This is an optimization exercise on Yosys and OpenROAD, whose aim is small area, not a production implementation.
Function was checked by simulation only, so behaviour that the tests miss may differ from the original.
Power and IR drop assume default switching activity.

==> flow/design.v (outline; a module is shown in full before it is edited, if it fits) <==
// module primitive_srlatch: 14 lines
// module primitive_dlatch: 10 lines
// module primitive_syncsrlatch: 19 lines
// module primitive_syncdlatch: 15 lines
// module primitive_counter: 33 lines
// module primitive_sr: 24 lines
// module primitive_sr_bram: 41 lines
// module IKAOPM_timinggen: 136 lines
// module IKAOPM_reg: 485 lines
// module reg_submdl_loreg_decoder: 16 lines
// module IKAOPM_noise: 68 lines
// module IKAOPM_lfo: 286 lines
// module IKAOPM_pg: 356 lines
// module pg_submdl_fnumrom: 75 lines
// module IKAOPM_eg: 374 lines
// module IKAOPM_op: 277 lines
// module op_submdl_logsinrom: 43 lines
// module op_submdl_exprom: 43 lines
// module IKAOPM_acc: 230 lines
// module IKAOPM_timer: 80 lines
// module IKAOPM: 303 lines
module IKAOPM #(parameter FULLY_SYNCHRONOUS = 1, parameter FAST_RESET = 0) (
    input   wire            i_EMUCLK,  
    input   wire            i_phiM_PCEN_n,  
    input   wire            i_IC_n,    
    output  wire            o_phi1,
    input   wire            i_CS_n,
    input   wire            i_RD_n,
    input   wire            i_WR_n,
    input   wire            i_A0,
    input   wire    [7:0]   i_D,
    output  wire    [7:0]   o_D,
    output  wire            o_D_OE,
    output  wire            o_CT2,  
    output  wire            o_CT1,  
    output  wire            o_IRQ_n,
    output  wire            o_SH1,
    output  wire            o_SH2,
    output  wire            o_SO,
    output  wire            o_EMU_R_SAMPLE, o_EMU_L_SAMPLE,
    output  wire signed     [15:0]  o_EMU_R_EX, o_EMU_L_EX,
    output  wire signed     [15:0]  o_EMU_R, o_EMU_L
);
  // ...
==> flow/run.sh <==
#!/bin/bash
# synth_recipe.tcl (not shown) runs the flow's synth.tcl, then flattens the netlist and writes it again
# the make line also repeats each setting of config.mk as NAME=value (left out here)
make -C /OpenROAD-flow-scripts/flow DESIGN_CONFIG=/design/flow/config.mk WORK_HOME=/design/flow/orfs CLKGATE_MAP_FILE= SYNTH_SCRIPT=/design/flow/synth_recipe.tcl finish
==> flow/config.mk <==
export PLATFORM = sky130hd
export DESIGN_NAME = IKAOPM
export DESIGN_NICKNAME = IKAOPM
export VERILOG_FILES = /design/flow/design.v
export SDC_FILE = /design/flow/constraint.sdc
export NUM_CORES = 4
export LEC_CHECK = 0
export CAP_MARGIN = 20
export CORE_MARGIN = 2
export CORE_UTILIZATION = 40
export PLACE_DENSITY = 0.6
export SLEW_MARGIN = 20
==> flow/constraint.sdc <==
create_clock -name core_clock -period 10.0 [get_ports {i_EMUCLK}]
set_input_delay 2.0000 -clock core_clock [delete_from_list [all_inputs] [get_ports {i_EMUCLK}]]
set_output_delay 2.0000 -clock core_clock [all_outputs]
set_load 0.01 [all_outputs]
==> results_dict.tcl, run 1 <==
set metrics [dict create \
    yosys.area_share.simple 0.0572 \
    die_width_um 644 \
    synthesis.area_mm2 0.164 \
    hold_violations 0 \
    antenna_found_initial 12 \
    wl_met2_um 126000 \
    grt_pass1_vias 74700 \
    cts_hold_buf 0 \
    synth_async_sr_flop_share 0.0128 \
    drc_errors 0 \
    power_density_mw_per_mm2 207 \
    area_share_nonclk_buffers 0.00940 \
    synth_edf_count 4326 \
    synth-xor-area-share 0.0154 \
    core_mm2 0.409 \
    synth_commonest_cells "4326 x edfxtp_1, 628 x nor2_1, 580 x nand2_1" \
    place_hpwl_um 174000 \
    fin_area_mm2 0.185 \
    pg_seq_mw 21.4 \
    reg.largest.list "PG.phasesr_mode_sr.u_cyc19r_cyc40r_phase_sr.sr (440), EG.u_cyc13r_cyc40r_attenlevel_sr.sr (280), REG.d32reg_mode_sr.u_tl_reg.sr (224)" \
    synth_fa_ha_area_frac 0.0316 \
    synth_ff_type "edfxtp_1" \
    highest_layer "met5" \
    leakagePower_nw 62.7 \
    rsz0062_at_grt "no" \
    top_register "PG.phasesr_mode_sr.u_cyc19r_cyc40r_phase_sr.sr" \
    dr_wl_met3_um 14300 \
    crit_end "o_D_OE" \
    dr_total_vias 76200 \
    powerClk_mw 15.8 \
    slowest_delay_ns 0.58 \
    finalNonFillerCells 15300 \
    n_all_inverters 266 \
    grt_use_met2 0.197 \
    status "finished clean" \
    num_io_pins 97 \
    yosysUniqueCellTypes 103 \
    pwr-share-seq 0.558 \
    cts_setup_buffers 0 \
    path_buf_inv 2 \
]
==> run 2: changes to the inputs <==
--- a/flow/config.mk
+++ b/flow/config.mk
@@ -7,6 +7,9 @@
 export LEC_CHECK = 0
 export CAP_MARGIN = 20
 export CORE_MARGIN = 2
-export CORE_UTILIZATION = 40
-export PLACE_DENSITY = 0.6
+export CORE_UTILIZATION = 65
+export CTS_BUF_LIST = sky130_fd_sc_hd__clkbuf_16
+export CTS_CLUSTER_DIAMETER = 50
+export CTS_CLUSTER_SIZE = 30
+export PLACE_DENSITY = 0.75
 export SLEW_MARGIN = 20
==> run 2 against run 1 <==
Via count is 0.68% higher. Utilization is 27 points higher. Non-clock buffer count is 9 lower. Hold slack better by 0.055 ns. Clock skew is 0.028 ns higher. Maximum frequency is 0.93% lower. Area after synthesis stayed put. Routed wire length is 0.23% higher. Die area is 38% lower. Critical endpoint unchanged.
==> results_dict.tcl, run 2 <==
set metrics [dict create \
    post-route-min-period_ns 5.33 \
    antenna_found_initial 4 \
    synth_commonest_cells "4326 x edfxtp_1, 628 x nor2_1, 580 x nand2_1" \
    cts_buffers 363 \
    synth_top_area_cell "edfxtp_1" \
    hold_violations 0 \
    cts_tree "built" \
    leakagePower_nw 62.3 \
    wire_per_inst_um 21.9 \
    fmax_ghz 0.188 \
    initial_utilization 0.653 \
    drt_iter0_drc 8642 \
    worst_setup_path_end_kind "output pin" \
    clock-sinks 4467 \
    power_density_mw_per_mm2 209 \
    multi_input_area_mm2 0.0286 \
    finalClockSkew_ns 0.0946 \
    cts_buffer_depth 4 \
    clk_latency_ns 1.00 \
    yosysSeqAreaShare 0.812 \
    synth_ff_type "edfxtp_1" \
    final_nets 9846 \
    place_area_mm2 0.168 \
    die_h_um 506 \
    synth_edf_count 4326 \
    fin_area_mm2 0.182 \
    cts_resized 0 \
    drive_gt1_frac 0.0956 \
    grt_pass1_wl_um 441000 \
    fillers 14600 \
    area_growth_pct 10.9 \
    cp.arrival_ns 3.33 \
    num_io_pins 97 \
    regArea_mm2 0.133 \
    worst_slack_ns 4.67 \
    top_register "PG.phasesr_mode_sr.u_cyc19r_cyc40r_phase_sr.sr" \
    portBuffers 96 \
    dr_total_vias 76700 \
    grt_pass1_vias 75500 \
    finalNonFillerCells 13100 \
    place_hpwl_um 166000 \
    dp.cells 12400 \
    crit_start "i_CS_n" \
    grtUsageTotal 0.223 \
    worstHoldStart "ACC.l_sample_det[0]" \
    maxSlewViolCount 0 \
    cts_hold_buf 0 \
    relSlewSlack 0.176 \
    r2r-start "PG.cyc0r_pms_level[0]" \
    grt.overflow.total 0 \
    dp_slack_ns 4.42 \
    finalSetupViolations 0 \
    via_per_inst 5.86 \
    ant_nets 0 \
    synth.yosys.warnings 68 \
    die_width_um 506 \
    num_rows 184 \
    synth_top_area_frac 0.793 \
    ys_ff_latch 4467 \
    clk_pin_slew_ns 0.08 \
    cts_root_buf "clkbuf_16" \
    status "finished clean" \
    fin_crit_sh 0.533 \
    hp-class "flop to flop" \
    avgSynthCellArea_um2 17.7 \
    h-tree-depth 5 \
    synth.most_common_cell "edfxtp_1" \
    path_class "primary input to output pin" \
    reg2reg_depth 18 \
    largest_reg_flops 440 \
    grt_start_max_net_pins 212 \
    peakVddDrop_uv 217 \
    final_common_cell "edfxtp_1" \
    cp_data_required_time_ns 8.00 \
    critPathLaunchType "primary input" \
    r2r_slack_ns 5.35 \
    drc_errors 0 \
    cts_setup_buffers 0 \
    synthesis.area_mm2 0.164 \
    synth_nets 9639 \
    maxCapViolCount 0 \
    reg.largest.list "PG.phasesr_mode_sr.u_cyc19r_cyc40r_phase_sr.sr (440), EG.u_cyc13r_cyc40r_attenlevel_sr.sr (280), REG.d32reg_mode_sr.u_tl_reg.sr (224)" \
    tns_ns 0 \
    fp.dieArea_mm2 0.256 \
    synthCells 9248 \
    synth_async_sr_flop_share 0.0128 \
    total_power_mw 38.0 \
    gp_congestion 0.860 \
    mostFrequentLayoutCells "4326 x edfxtp_1, 624 x nor2_1, 580 x nand2_1" \
    critPathMaxFanout 2 \
    core_mm2 0.251 \
    tightest_slew_ns 1.24 \
    yosysUniqueCellTypes 103 \
    timing.rr.end "PG.cyc1r_modded_pitchval[12]" \
    synth_area_leaders "edfxtp_1 79%, ha_1 2.4%, nor2_1 1.4%" \
    rsz0062_at_grt "no" \
    crit_end "o_D_OE" \
    wl_um 287000 \
    drt_pass1_iterations 8 \
]
[run 2: logic make-up after synthesis]
group	count (synthesis)	synth area share
DFF	4467	0.812
xor gates and xnor gates	287	0.0154
adders and majority gates	377	0.0316
buffers and inverters	577	0.0140
muxes	321	0.0225
AOI/OAI and AO/OA	1230	0.0475
and+or+nand+nor	1989	0.0572
[run 2: final cells by class]
class	count	share of cell area
Tap cell	3348	0.0230
Timing Repair Buffer	153	0.00920
Clock buffer	366	0.0504
Inverter	266	0.00562
Antenna cell	4	0.0000551
Multi-Input combinational cell	4204	0.157
Clock inverter	286	0.0225
Sequential cell	4467	0.732
[run 2: through the flow]
stage	hold WS, ns	util
global route	0.338	0.724
CTS	0.334	0.724
floorplan	0.310	-
detailed placement	0.312	0.671
global placement	0.313	0.671
finish	0.333	0.724
[run 2: power breakdown]
part           leakage, nW  switching [mW]  internal, mW
combinational         14.4           0.761         0.410
clock                 6.40            7.76          7.69
sequential            41.5           0.324          21.1
[run 2: how the worst min path moves through the flow]
stage,slack [ns],depth (start not counted),endpoint
6_report,0.33,0,ACC.l_sample_det[1]
3_3_place_gp,0.31,0,REG.FULLY_SYNCHRONOUS_1_busctrl.din_syncchain[1][0]
3_5_place_dp,0.31,0,REG.FULLY_SYNCHRONOUS_1_busctrl.din_syncchain[1][1]
5_1_grt,0.34,0,ACC.l_sample_det[1]
2_1_floorplan,0.31,0,ACC.l_sample_det[1]
4_1_cts,0.33,0,REG.FULLY_SYNCHRONOUS_1_busctrl.din_syncchain[1][1]
[run 2: per-layer routing]
| layer | vias to the layer above | GRT usage | share of wire | routed length (um) |
|---|---|---|---|---|
| met5 | - | 0 | 0.000045 | 13 |
| met4 | 2 | 0.0555 | 0.022 | 6390 |
| li1 | 35300 | - | - | - |
| met1 | 38400 | 0.329 | 0.43 | 124000 |
| met2 | 2457 | 0.356 | 0.48 | 139000 |
| met3 | 482 | 0.0346 | 0.061 | 17400 |
[run 2: worst max-delay path, cell delays in order]
cell	delay (ns)
clkdlybuf4s50_1	0.44
nor4_1	0.30
clkdlybuf4s50_1	0.59
==> run 3: changes to the inputs <==
--- a/flow/config.mk
+++ b/flow/config.mk
@@ -8,8 +8,8 @@
 export CAP_MARGIN = 20
 export CORE_MARGIN = 2
 export CORE_UTILIZATION = 65
-export CTS_BUF_LIST = sky130_fd_sc_hd__clkbuf_16
-export CTS_CLUSTER_DIAMETER = 50
-export CTS_CLUSTER_SIZE = 30
+export CTS_BUF_LIST = sky130_fd_sc_hd__clkbuf_8
+export CTS_CLUSTER_DIAMETER = 40
+export CTS_CLUSTER_SIZE = 18
 export PLACE_DENSITY = 0.75
 export SLEW_MARGIN = 20
==> run 3 against run 2 <==
Still clean. Maximum frequency rose by 0.54%. Hold slack got worse by 0.019 ns. Sequential share of layout area rose by 0.78 points. Sequential cell count did not move. Area after synthesis did not move. Worst setup slack improved by 0.028 ns. Via count rose by 0.21%. Utilization fell by 0.77 points. First-iteration DRC count fell by 0.24%. Routed wire length fell by 3.4%. Total power fell by 5.5%.
==> results_dict.tcl, run 3 <==
set metrics [dict create \
    finalSetupViolations 0 \
    die_width_um 506 \
    cts_tree "built" \
    grtUsageTotal 0.214 \
    drc_errors 0 \
    final_common_cell "edfxtp_1" \
    die_h_um 506 \
    gp_congestion 0.860 \
    grt.overflow.total 0 \
    top_register "PG.phasesr_mode_sr.u_cyc19r_cyc40r_phase_sr.sr" \
    drt_iter0_drc 8621 \
    cts_root_buf "clkbuf_8" \
    place_area_mm2 0.168 \
    portBuffers 96 \
    multi_input_area_mm2 0.0286 \
    synth_nets 9639 \
    hp-class "flop to flop" \
    core_mm2 0.251 \
    relSlewSlack 0.273 \
    final_nets 9968 \
    finalNonFillerCells 13300 \
    dr_total_vias 76800 \
    tns_ns 0 \
    maxSlewViolCount 0 \
    synth_top_area_frac 0.793 \
    post-route-min-period_ns 5.30 \
    tightest_slew_ns 1.09 \
    clock-sinks 4467 \
    h-tree-depth 5 \
    rsz0062_at_grt "no" \
    total_power_mw 35.9 \
    synth_async_sr_flop_share 0.0128 \
    grt_pass1_wl_um 427000 \
    wl_um 277000 \
    grt_start_max_net_pins 212 \
    synth_commonest_cells "4326 x edfxtp_1, 628 x nor2_1, 580 x nand2_1" \
    status "finished clean" \
    synth.yosys.warnings 68 \
    via_per_inst 5.76 \
    num_rows 184 \
    avgSynthCellArea_um2 17.7 \
    ant_nets 0 \
    num_io_pins 97 \
    synthCells 9248 \
    cp_data_required_time_ns 8.00 \
    yosysSeqAreaShare 0.812 \
    cts_setup_buffers 0 \
    yosysUniqueCellTypes 103 \
    hold_violations 0 \
    grt_pass1_vias 75100 \
    synth_edf_count 4326 \
    ys_ff_latch 4467 \
    power_density_mw_per_mm2 200 \
    dp.cells 12400 \
    fp.dieArea_mm2 0.256 \
    mostFrequentLayoutCells "4326 x edfxtp_1, 624 x nor2_1, 580 x nand2_1" \
    area_growth_pct 9.74 \
    antenna_found_initial 7 \
    reg.largest.list "PG.phasesr_mode_sr.u_cyc19r_cyc40r_phase_sr.sr (440), EG.u_cyc13r_cyc40r_attenlevel_sr.sr (280), REG.d32reg_mode_sr.u_tl_reg.sr (224)" \
    critPathMaxFanout 2 \
    synth.most_common_cell "edfxtp_1" \
    wire_per_inst_um 20.8 \
    fin_crit_sh 0.530 \
    clk_latency_ns 1.11 \
    fmax_ghz 0.189 \
    initial_utilization 0.653 \
    drive_gt1_frac 0.114 \
    cp.arrival_ns 3.30 \
    regArea_mm2 0.133 \
    synth_top_area_cell "edfxtp_1" \
    clk_pin_slew_ns 0.10 \
    finalClockSkew_ns 0.0832 \
    synthesis.area_mm2 0.164 \
    worst_setup_path_end_kind "output pin" \
    cts_resized 0 \
    largest_reg_flops 440 \
    maxCapViolCount 0 \
    place_hpwl_um 166000 \
    postLayoutCoreUtil 0.717 \
    cts_hold_buf 0 \
    dp_slack_ns 4.42 \
    synth_area_leaders "edfxtp_1 79%, ha_1 2.4%, nor2_1 1.4%" \
    worst_slack_ns 4.70 \
    synth_ff_type "edfxtp_1" \
    leakagePower_nw 61.7 \
    drt_pass1_iterations 9 \
    critPathLaunchType "primary input" \
    cts_buffers 485 \
    hold_ws_ns 0.314 \
    peakVddDrop_uv 208 \
    fillers 14800 \
    path_class "primary input to output pin" \
    cts_buffer_depth 4 \
    fin_area_mm2 0.180 \
]
==> run 3: cell count changes in the layout (fill, tap and decap cells not counted), moves of 26 or more <==
cell	previous run	this run
clkinv_8	58	29
clkinv_4	18	48
inv_6	22	73
bufinv_16	11	48
inv_1	264	290
clkbuf_16	366	0
inv_12	48	5
clkbuf_8	0	499
inv_16	39	1
clkinv_2	11	41
==> run 3: cells by family (layout without fill, tap and decap cells) <==
logic type	count (synthesis)	in the layout	synth area share
DFF	4467	4467	0.812
and+or+nand+nor	1989	1989	0.0572
AOI/OAI and AO/OA	1230	1230	0.0475
buffers and inverters	577	1317	0.0140
adders and majority gates	377	377	0.0316
muxes	321	321	0.0225
xor gates and xnor gates	287	287	0.0154
other	0	3	0
==> run 3: final timing paths <==
kind                                                                   startpoint                                                end  slack [ns]  depth (start not counted)
worst max-delay path                                                       i_CS_n                                             o_D_OE        4.70                          3
worst min-delay path            REG.FULLY_SYNCHRONOUS_1_busctrl.cs_n_syncchain[0]  REG.FULLY_SYNCHRONOUS_1_busctrl.cs_n_syncchain[1]        0.31                          0
worst max register to register                              PG.cyc0r_pms_level[0]                       PG.cyc1r_modded_pitchval[12]        5.42                         18
worst min register to register  REG.FULLY_SYNCHRONOUS_1_busctrl.cs_n_syncchain[0]  REG.FULLY_SYNCHRONOUS_1_busctrl.cs_n_syncchain[1]        0.31                          0
max in group asynchronous                                 TIMINGGEN.synced_mrst_n                                  REG.hireg_data[6]        8.22                          3
min in group asynchronous                                 TIMINGGEN.synced_mrst_n                                   LFO.phase_acc[3]        0.36                          1
==> run 3: where the power goes <==
part           internal, mW  leakage [nW]  switching [mW]
registers              21.1          41.5           0.315
logic                 0.410          14.4           0.756
clock network          6.35          5.78            7.05
==> run 3: worst max-delay path: stages <==
cell and delay [ns]:
clkdlybuf4s50_1 0.42, nor4_1 0.29, clkdlybuf4s50_1 0.59
==> run 3: final cells by class <==
type | count | share of cell area
multi-input cells | 4204 | 0.159
inverters | 266 | 0.00568
flip-flops and latches | 4467 | 0.740
well taps | 3348 | 0.0233
clock buffers | 499 | 0.0382
repair buffers | 153 | 0.00929
clock inverters | 399 | 0.0248
diodes | 3 | 0.0000417
==> run 3: routing by layer <==
layer	vias up	global-route usage	routed length (um)
met4	2	0.0618	6910
met5	-	0	13
met1	38300	0.325	124000
met3	540	0.0327	16000
met2	2352	0.330	130000
li1	35600	-	-

-- static timing again, ports no longer ideal --
In the flow no input, the clock included, has a driving cell. The finished layouts below were timed again as built, in two steps. Step 1 assumes that a clkbuf_16 drives the clock port and a buf_2 every other input. Step 2, shift: input delay + t, output delay - t, t = (earliest + latest rising clock arrival at the registers) / 2. This alone moves slack from input paths to output paths. Slacks: ideal ports / drivers / drivers and shift; pairs: ideal ports / drivers.
| run | t (ns) | slack for setup (ns) | latest minus earliest clock arrival (ns) | slew at the worst register clock pin (ns) |
|---|---|---|---|---|
| run 1 | 1.055 | 4.723 / 4.702 / 4.457 | 0.080 / 0.080 | 0.07 / 0.07 |
| run 2 | 1.064 | 4.673 / 4.651 / 4.294 | 0.104 / 0.104 | 0.11 / 0.11 |
| run 3 | 1.173 | 4.702 / 4.679 / 4.379 | 0.109 / 0.110 | 0.11 / 0.11 |
After both steps setup and hold are still met in every run listed. For run 2, which loses most, drivers alone change the setup slack by -0.022 ns; drivers and shift together by -0.379 ns.
